What follows belongs to an exercise in optimizing a design on an open flow for small area; a production flow would make more cautious choices.
Where RTL was checked, it was by simulation tests only, not by an equivalence proof against the original.

==> v29: inputs <==
// boom_pro
module boom_pro(sw7,start,clk,led,seg,sw_input,row,seg_cat,btn6,buzzer,green,red);
    input sw7,start,clk,btn6;
    input [6:0] sw_input;
    output reg buzzer;
    output [7:0] row,red,green;
    output [7:0] seg_cat;
    output [7:0] seg;
    output [6:0] led;
    function [11:0] tog_at;
        input succ;
        input [6:0] note;
        reg [4:0] c;
        begin
            if (succ) begin
                if (note <= 7'd2) c = 5'd0;
                else if (note <= 7'd4) c = 5'd3;
                else if (note <= 7'd7) c = 5'd6;
                else if (note <= 7'd10) c = 5'd8;
                else if (note <= 7'd12) c = 5'd13;
                else if (note <= 7'd15) c = 5'd16;
                else if (note <= 7'd23) c = 5'd18;
                else if (note <= 7'd31) c = 5'd16;
                else if (note <= 7'd34) c = 5'd1;
                else if (note <= 7'd36) c = 5'd3;
  ...
clock: 20.0 ns
lec_check: 0
cap_margin: 20
core_margin: 2
core_utilization: 60
cts_buf_list: sky130_fd_sc_hd__clkbuf_8
cts_cluster_diameter: 200
cts_cluster_size: 50
slew_margin: 20
run.sh (not shown) runs the stock make flow with config.mk's settings and CLKGATE_MAP_FILE= SYNTH_SCRIPT=/design/flow/synth_recipe.tcl, a recipe that flattens the netlist after the stock synthesis.
==> v34 (differences from v29) <==
--- a/flow/design.v
+++ b/flow/design.v
@@ -1,26 +1,27 @@
 module debounce(btn,clk,btn_pulse);
     input btn,clk;
     output reg btn_pulse;
     reg [12:0] M;
     always @(posedge clk) begin
         if (btn == btn_pulse) begin
-            M <= 0;
+            M <= 13'h01cc;
         end
-        else if (M == 13'hd82 || M == 13'h1fff) begin
-            M <= 0;
+        else if (&{M[12:4], M[2:0]}) begin
+            M <= 13'h01cc;
             btn_pulse <= btn;
         end
         else begin
             M <= {M[11:0], ~(M[12] ^ M[3] ^ M[2] ^ M[0])};
         end
     end
 endmodule
-module rand_gen (clk,sw7,out);
+module rand_gen (clk,sw7,out,scan);
     input clk,sw7;
     output [6:0] out;
+    output [2:0] scan;
     reg [22:0] R;
     reg sw7d;
     wire s1 = R[0] ^ R[1];
     wire c2 = R[0] | R[1];
     wire s3 = R[1] ^ R[2] ^ c2;
     wire c4 = (R[1] & R[2]) | (R[1] & c2) | (R[2] & c2);
@@ -163,12 +164,14 @@
         if (!sw7d)
             R <= 23'b11111111111111111111111;
         else
             R <= nxt;
     end
     assign out = {~R[22], ~R[21], ~R[20], ~R[19], ~R[18], ~R[17], ~R[16]};
+    wire [2:0] s_lo = {~R[2], ~R[1], ~R[0]};
+    assign scan = sw7d ? {s_lo[2:1], ~s_lo[0]} : 3'd0;
 endmodule
 module segment (seg_data,seg_led);
     input [3:0] seg_data;
     output reg [7:0] seg_led;
     always @(*) begin
         case (seg_data)
@@ -268,28 +271,28 @@
     reg  [1:0]  pit;           
     reg         btn6_before;
     reg  [6:0]  password;
     reg  [6:0]  swd;           
     reg  [4:0]  leave_times;
     reg  [1:0]  cs;            
+    wire [6:0]  note = {cs, leave_times};
     reg  [5:0]  sech;
     reg  [15:0] secl;          
     reg  [1:0]  sc;            
     reg  [4:0]  dv;            
     reg  [16:0] tcnt;          
     reg  [5:0]  oq;
     reg  [5:0]  orr;
-    reg  [6:0]  note;          
     reg         di;
-    reg  [2:0]  cnt;           
     reg  [4:0]  fc;            
     wire start_pulse, btn6_pulse;
     wire [6:0] changing_pw;
     debounce debounce1(.btn(start), .clk(clk), .btn_pulse(start_pulse));
     debounce debounce2(.btn(btn6),  .clk(clk), .btn_pulse(btn6_pulse));
-    rand_gen rand1(.clk(clk), .sw7(sw7), .out(changing_pw));
+    wire [2:0] cnt;            
+    rand_gen rand1(.clk(clk), .sw7(sw7), .out(changing_pw), .scan(cnt));
     wire gs0 = game_state == 2'd0;
     wire gs1 = game_state == 2'd1;
     wire gs2 = game_state == 2'd2;
     wire gs3 = game_state == 2'd3;
     wire success = pit == 2'd3;
     wire first3 = gs3 && sc != 2'b11;       
@@ -340,12 +343,13 @@
         end
     end
     assign led = (gs1 && cs != 2'd0) ? password :
                  (gs2 && cs != 2'd2) ? swd : 7'd0;
     wire [15:0] secl_nx = {secl[14:0], ~(secl[15] ^ secl[14] ^ secl[12] ^ secl[3])};
     wire secl_end = secl == 16'h9487;       
+    wire note_end = tcnt == (success ? 17'h0b4e3 : 17'h1a754);    
     wire sec_tick = sech == 6'd19 && secl_end;           
     always @(posedge clk) begin
         if (!sw7) begin
             leave_times <= 0;
             cs <= 0;
             sech <= 0;
@@ -369,14 +373,20 @@
             else begin
                 secl <= secl_end ? 16'd0 : secl_nx;
                 if (secl_end) sech <= sech + 6'd1;
             end
         end
         else begin
-            leave_times <= 0;
-            cs <= 0;
+            if (gs3 && !first3) begin
+                if (note_end)
+                    {cs, leave_times} <= note + 7'd1;
+            end
+            else begin
+                leave_times <= 0;
+                cs <= 0;
+            end
             if (gs3) begin
                 if (first3) begin
                     sech <= 0;
                     secl <= 0;
                 end
                 else if (secl == 16'd0 && sech == (success ? 6'd40 : 6'd20)) begin
@@ -441,13 +451,13 @@
             oq <= 0;
             orr <= 0;
             di <= 0;
         end
         else if (gs2) begin
             if (di) begin
-                if (!(oq == 6'd22 && orr == 6'd12)) begin       
+                if (!(oq[4] && oq[2] && oq[1] && orr[3] && orr[2])) begin       
                     oq <= oq_inc;
                     orr <= orr_inc;
                 end
                 else begin
                     oq <= 0;
                     orr <= 0;
@@ -484,47 +494,39 @@
         else if (gs3) begin
             if (first3) begin
                 oq <= 0;
                 orr <= 0;
                 tcnt <= 0;
                 buzzer <= 0;
-                note <= 0;
             end
-            else if (tcnt != (success ? 17'h0b4e3 : 17'h1a754)) begin
+            else if (!note_end) begin
                 tcnt <= tcnt_nx;
-                if ({oq, orr} != tog) begin
+                if ((~{oq, orr} & tog) != 12'd0) begin    
                     oq <= oq_inc;
                     orr <= orr_inc;
                 end
                 else begin
                     oq <= 0;
                     orr <= 0;
                     buzzer <= !buzzer;
                 end
             end
             else begin
                 buzzer <= 0;
                 tcnt <= 0;
-                note <= note + 7'd1;
                 oq <= 0;
                 orr <= 0;
             end
         end
         else begin
             buzzer <= 0;
             tcnt <= 0;
             oq <= 0;
             orr <= 0;
         end
     end
-    always @(posedge clk) begin
-        if (!sw7)
-            cnt <= 0;
-        else
-            cnt <= cnt + 3'd1;
-    end
     assign row = ~(8'd1 << cnt);
     always @(posedge clk) begin
         if (!sw7)
             fc <= 5'd0;
         else if (gs0 || gs1)
             fc <= 5'b10000;
==> flow/flow/run.sh (new file) <==
#!/bin/bash
# The standard layout (the standard.sh: ORFS synthesis to final layout)
# with two changes: the port buffers that global placement inserts are
# buf_1 cells, and clock tree synthesis builds a clkbuf_8 root with clkbuf_4
# leaf buffers and no dummy loads.
set -euo pipefail
export BUFFER_PORTS_ARGS="-buffer_cell sky130_fd_sc_hd__buf_1"
export CTS_ARGS="-sink_clustering_enable -repair_clock_nets -dont_use_dummy_load -buf_list sky130_fd_sc_hd__clkbuf_8 -root_buf sky130_fd_sc_hd__clkbuf_8"
bash standard.sh > standard.log 2>&1
==> flow/standard.sh (new file) <==
#!/bin/bash
# synth_recipe.tcl (not shown) runs the flow's synth.tcl, then flattens the netlist and writes it again
# the make line also repeats each setting of config.mk as NAME=value (left out here)
make -C /OpenROAD-flow-scripts/flow DESIGN_CONFIG=/design/flow/config.mk WORK_HOME=/design/flow/orfs CLKGATE_MAP_FILE= SYNTH_SCRIPT=/design/flow/synth_recipe.tcl "${@:-finish}"
==> flow/config.mk (replaced) <==
export PLATFORM = sky130hd
export DESIGN_NAME = boom_pro
export DESIGN_NICKNAME = boom_pro
export VERILOG_FILES = /design/flow/design.v
export SDC_FILE = /design/flow/constraint.sdc
export NUM_CORES = 4
export LEC_CHECK = 0
export CAP_MARGIN = 20
export CORE_MARGIN = 2
export CORE_UTILIZATION = 70
export SLEW_MARGIN = 20
removed: flow/run.sh
==> out/results.env <==
RUN_STATUS='complete, no violations'
POST_SYNTH_SIMPLE_GATE_AREA_PCT=21.5
GRT_USAGE_PCT=25.8
SYNTH_AREA_PER_CELL_UM2=8.31
REGAREA_UM2=3290
AREA_SHARE_CLOCK_BUF_INV_PCT=3.31
DP_HPWL_MM=18.7
LAYOUT.NON_CLOCK_INVERTERS=132
POWER.SHARE.CLOCK_PCT=12.2
SYNTH_MUX_AREA_SHARE_PCT=1.56
FINAL_CELLS=1605
INTERNAL_POWER_W=0.00107
SYNTH_CELL_TYPE_COUNT=96
POWER_FRAC_COMB_PCT=65.7
FIRST_GLOBAL_VIAS=8752
AREA_SHARE_NONCLK_BUFFERS_PCT=4.11
The numbers above come from v29.

==> out/results.env <==
RUN_STATUS='complete, no violations'
HOLDWS_NS=0.443
FINAL_UTIL_PCT=74.2
AREA_SHARE_NONCLK_BUFFERS_PCT=2.12
POWER.SHARE.CLOCK_PCT=8.1
POWER_FRAC_COMB_PCT=72.0
FINAL_CELLS=1453
INTERNAL_POWER_W=0.00112
FP-ROW-COUNT=44
AREA_SHARE_CLOCK_BUF_INV_PCT=2.17
PG_SEQ_W=0.000423
SYNTH_CELL_TYPE_COUNT=85
SYNTH_AREA_PER_CELL_UM2=8.24
FIRST_GLOBAL_VIAS=8467
GRT.MET1_USAGE_PCT=43.7
GRT_USAGE_PCT=31.0
SYNTH_MUX_AREA_SHARE_PCT=1.49
REGAREA_UM2=3020
The numbers above come from v34.

For v29, only the layout was checked, not whether the RTL still works.

==> afterwards: timing with drivers on the ports <==
The results above use ideal ports. As a check the final layouts listed here were re-extracted and re-timed, cells and wires unchanged. Step 1: set_driving_cell puts a clkbuf_16 on clk and a buf_2 on each other input, an assumption about the parent block. Step 2, shift: input delay + t, output delay - t, t = (earliest + latest rising clock arrival at the registers) / 2. This alone moves slack from input paths to output paths. Three values: no drivers, after step 1, after step 2; two values: the first two.
run | shift t [ns] | slack for setup (ns) | pins driven straight from the clock port
v29 | 0.498 | 5.285 / 5.285 / 5.285 | 1
v34 | 0.486 | 4.452 / 4.452 / 4.452 | 1
After both steps every run listed still meets setup and hold.
